Background: an optimization exercise with open tools, aiming at small area. Do not read the settings as production practice.
In this exercise RTL edits were held to simulation tests only and were not proved equivalent to the original.
Power and IR drop assume default switching activity.

## DE10_LITE_Golden_Top
module DE10_LITE_Golden_Top(
	input 		          		ADC_CLK_10,
	input 		          		reset,
	output		     [7:0]		HEX0,
	output		     [7:0]		HEX1,
	output		     [7:0]		HEX2,
	output		     [7:0]		HEX3,
	output		     [7:0]		HEX4,
	output		     [7:0]		HEX5,
	input 		     [1:0]		KEY,
	output		     [9:0]		LEDR,
	input 		     [9:0]		SW
);
export LEC_CHECK = 0
export CAP_MARGIN = 20
export CORE_MARGIN = 2
export CORE_UTILIZATION = 40
export SLEW_MARGIN = 20
create_clock -name core_clock -period 12.0 [get_ports {ADC_CLK_10}]
standard.sh (not shown) runs the stock make flow with config.mk's settings and CLKGATE_MAP_FILE= SYNTH_SCRIPT=/design/flow/synth_recipe.tcl, a recipe that flattens the netlist after the stock synthesis.
==> flow/flow/run.sh <==
#!/bin/bash
# Own layout flow: the standard synthesis; then the combinational logic
# between the same registers is mapped again with a stronger ABC area script
# (a few seeds, the smallest netlist kept); then the standard layout from
# that netlist, with the smallest buffer on every port and a clock tree
# without dummy loads.
set -euo pipefail
HERE=$(cd "$(dirname "${BASH_SOURCE[0]}")" && pwd)
WORK=$(pwd)
R=$WORK/orfs/results/$FLOW_PLATFORM/DE10_LITE_Golden_Top/base
LIB=$FLOW_HOME/platforms/$FLOW_PLATFORM/lib/sky130_fd_sc_hd__tt_025C_1v80.lib
YOSYS=$(command -v yosys || echo "$FLOW_HOME/../tools/install/yosys/bin/yosys")
SEEDS=${SEEDS:-"1 2 3 4"}

# 1. standard synthesis
bash standard.sh synth > "$WORK/log_1_synth.log" 2>&1

# 2. remap the logic around the registers
cp "$R/1_2_yosys.v" "$WORK/std_1_2_yosys.v"
"$YOSYS" -p "read_liberty -lib $LIB; read_verilog $WORK/std_1_2_yosys.v; hierarchy -top $FLOW_TOP; write_json $WORK/std.json" > "$WORK/log_2_tojson.log" 2>&1
python3 "$HERE/unmap.py" "$LIB" "$WORK/std.json" "$FLOW_TOP" "$WORK/unmapped.v" > "$WORK/log_3_unmap.log" 2>&1
# the platform's DONT_USE_CELLS
DU="-dont_use sky130_fd_sc_hd__probe_p_8 -dont_use sky130_fd_sc_hd__probec_p_8"
for c in $(grep -o 'cell ("sky130_fd_sc_hd__lpflow_[a-z0-9_]*")' "$LIB" | sed 's/cell ("\(.*\)")/\1/'); do DU="$DU -dont_use $c"; done
for s in $SEEDS; do
  sed "s/&deepsyn /\&deepsyn -S $s /" "$HERE/strong.abc" > "$WORK/strong_$s.abc"
  cat > "$WORK/reopt_$s.ys" <<EOS
read_liberty -lib $LIB
read_verilog $WORK/unmapped.v
hierarchy -top $FLOW_TOP
proc
opt_clean
techmap
opt -fast
abc -liberty $LIB -script $WORK/strong_$s.abc $DU
opt_clean -purge
splitnets
opt_clean -purge
hilomap -hicell sky130_fd_sc_hd__conb_1 HI -locell sky130_fd_sc_hd__conb_1 LO
insbuf -buf sky130_fd_sc_hd__buf_1 A X
opt_clean -purge
check -assert -mapped
tee -o $WORK/reopt_$s.stat stat -liberty $LIB
write_verilog -noattr -nohex -nodec $WORK/reopt_$s.v
EOS
  "$YOSYS" -s "$WORK/reopt_$s.ys" > "$WORK/log_4_reopt_$s.log" 2>&1 &
done
wait
best=""
for s in $SEEDS; do
  a=$(grep "Chip area" "$WORK/reopt_$s.stat" | awk '{print $NF}')
  echo "seed $s: $a" >> "$WORK/log_4_reopt_pick.log"
  if [[ -z "$best" ]] || awk "BEGIN{exit !($a < $besta)}"; then best=$s; besta=$a; fi
done
echo "kept seed $best" >> "$WORK/log_4_reopt_pick.log"
cp "$WORK/reopt_$best.v" "$R/1_2_yosys.v"
touch "$R/1_2_yosys.v"

# 3. standard layout from the new netlist
bash standard.sh \
  BUFFER_PORTS_ARGS="-buffer_cell sky130_fd_sc_hd__buf_1" \
  CTS_ARGS="-sink_clustering_enable -repair_clock_nets -dont_use_dummy_load -buf_list sky130_fd_sc_hd__clkbuf_4" \
  finish > "$WORK/log_5_layout.log" 2>&1
==> flow/flow/strong.abc <==
strash
&get -n
&deepsyn -T 60
&put
dch -f
map -a
mfs2
strash
dch -f
map -a
topo
Other scripts of this flow, unchanged in this note and not shown: flow/flow/unmap.py
Edit:
==> flow/flow/run.sh (replaced) <==
#!/bin/bash
# Own layout flow: the standard synthesis, then the combinational logic
# between the same registers is mapped again with a stronger ABC area script,
# then the standard layout from that netlist.
set -euo pipefail
HERE=$(cd "$(dirname "${BASH_SOURCE[0]}")" && pwd)
WORK=$(pwd)
R=$WORK/orfs/results/$FLOW_PLATFORM/DE10_LITE_Golden_Top/base
LIB=$FLOW_HOME/platforms/$FLOW_PLATFORM/lib/sky130_fd_sc_hd__tt_025C_1v80.lib
YOSYS=$(command -v yosys || echo "$FLOW_HOME/../tools/install/yosys/bin/yosys")

# 1. standard synthesis
bash standard.sh synth > "$WORK/log_1_synth.log" 2>&1

# 2. remap the logic around the registers
cp "$R/1_2_yosys.v" "$WORK/std_1_2_yosys.v"
"$YOSYS" -p "read_liberty -lib $LIB; read_verilog $WORK/std_1_2_yosys.v; hierarchy -top $FLOW_TOP; write_json $WORK/std.json" > "$WORK/log_2_tojson.log" 2>&1
python3 "$HERE/unmap.py" "$LIB" "$WORK/std.json" "$FLOW_TOP" "$WORK/unmapped.v" > "$WORK/log_3_unmap.log" 2>&1
# the platform's DONT_USE_CELLS
DU="-dont_use sky130_fd_sc_hd__probe_p_8 -dont_use sky130_fd_sc_hd__probec_p_8"
for c in $(grep -o 'cell ("sky130_fd_sc_hd__lpflow_[a-z0-9_]*")' "$LIB" | sed 's/cell ("\(.*\)")/\1/'); do DU="$DU -dont_use $c"; done
cat > "$WORK/reopt.ys" <<EOS
read_liberty -lib $LIB
read_verilog $WORK/unmapped.v
hierarchy -top $FLOW_TOP
proc
opt_clean
techmap
opt -fast
abc -liberty $LIB -script $HERE/strong.abc $DU
opt_clean -purge
splitnets
opt_clean -purge
hilomap -hicell sky130_fd_sc_hd__conb_1 HI -locell sky130_fd_sc_hd__conb_1 LO
insbuf -buf sky130_fd_sc_hd__buf_1 A X
opt_clean -purge
check -assert -mapped
stat -liberty $LIB
write_verilog -noattr -nohex -nodec $WORK/reopt_1_2_yosys.v
EOS
"$YOSYS" -s "$WORK/reopt.ys" > "$WORK/log_4_reopt.log" 2>&1
cp "$WORK/reopt_1_2_yosys.v" "$R/1_2_yosys.v"
touch "$R/1_2_yosys.v"

# 3. standard layout from the new netlist
# every port gets a buffer, as in the standard flow, of the smallest kind
bash standard.sh BUFFER_PORTS_ARGS="-buffer_cell sky130_fd_sc_hd__buf_1" finish > "$WORK/log_5_layout.log" 2>&1
==> flow/flow/strong.abc (replaced) <==
strash
&get -n
&deepsyn -T 40
&put
dch -f
map -a
mfs2
strash
dch -f
map -a
topo
- CORE_UTILIZATION: 40 -> 60
- CTS_BUF_LIST: unset -> sky130_fd_sc_hd__clkbuf_4
After rerunning:
- worst setup slack gets worse by 0.083 ns
- worst hold slack hardly moves
- final cell count went down by 1.5%
- total power goes up by 21%
- fmax went down by 1.0%
Edit:
--- a/flow/flow/run.sh
+++ b/flow/flow/run.sh
@@ -46,2 +46 @@
-# every port gets a buffer, as in the standard flow, of the smallest kind
-bash standard.sh BUFFER_PORTS_ARGS="-buffer_cell sky130_fd_sc_hd__buf_1" finish > "$WORK/log_5_layout.log" 2>&1
+bash standard.sh finish > "$WORK/log_5_layout.log" 2>&1
- CORE_UTILIZATION: 60 -> 40
- CTS_BUF_LIST: sky130_fd_sc_hd__clkbuf_4 -> unset
Count of clock-buffer cells in the layout goes up by 1.
Setup slack got worse by 0.76 ns.
Wire length came out higher by 3.8%.
Synthesized area stays flat.
Cell count increases by 4.5%.
Clock skew grows by 0.0055 ns.
Total power rises by 17%.
Register-to-register slack got worse by 0.13 ns.
Edit:
--- a/flow/flow/run.sh
+++ b/flow/flow/run.sh
@@ -46 +46,2 @@
-bash standard.sh finish > "$WORK/log_5_layout.log" 2>&1
+# every port gets a buffer, as in the standard flow, of the smallest kind
+bash standard.sh BUFFER_PORTS_ARGS="-buffer_cell sky130_fd_sc_hd__buf_1" finish > "$WORK/log_5_layout.log" 2>&1
Result: Setup slack improved by 0.60 ns; final cell count decreases by 0.61%; global-route usage increases by 0.38 points; routed wire length decreases by 1.1%; non-clock buffer count stays the same; power decreases by 19%.

[separate check: timing with driven ports]
No port has a modelled driver above. Below, the same layouts with a new extraction and two added sets of constraints.
Step 1 assumes that a clkbuf_16 drives the clock port and a buf_2 every other input.
Step 2 adds t to the input delays and takes it off the output delays; t is the mean of the earliest and latest rising clock arrival at the registers after step 1. Input paths then give back, and output paths get back, about the clock's delay inside the block.
a / b / c = no drivers / after step 1 / after step 2; a / b = the first two.
run | shift t [ns] | setup slack, ns | worst setup path after step 2 | pins driven straight from the clock port
the first run | 0.347 | 3.804 / 3.783 / 3.783 | input to output | 1
the second run | 0.356 | 3.722 / 3.699 / 3.699 | input to output | 1
the third run | 0.318 | 2.962 / 2.931 / 2.931 | input to output | 1
the fourth run | 0.320 | 3.562 / 3.535 / 3.535 | input to output | 1
After both steps setup and hold are still met in every run listed. The setup slack of the third run, which loses most, moves by -0.031 ns with the drivers and by -0.031 ns with both steps.
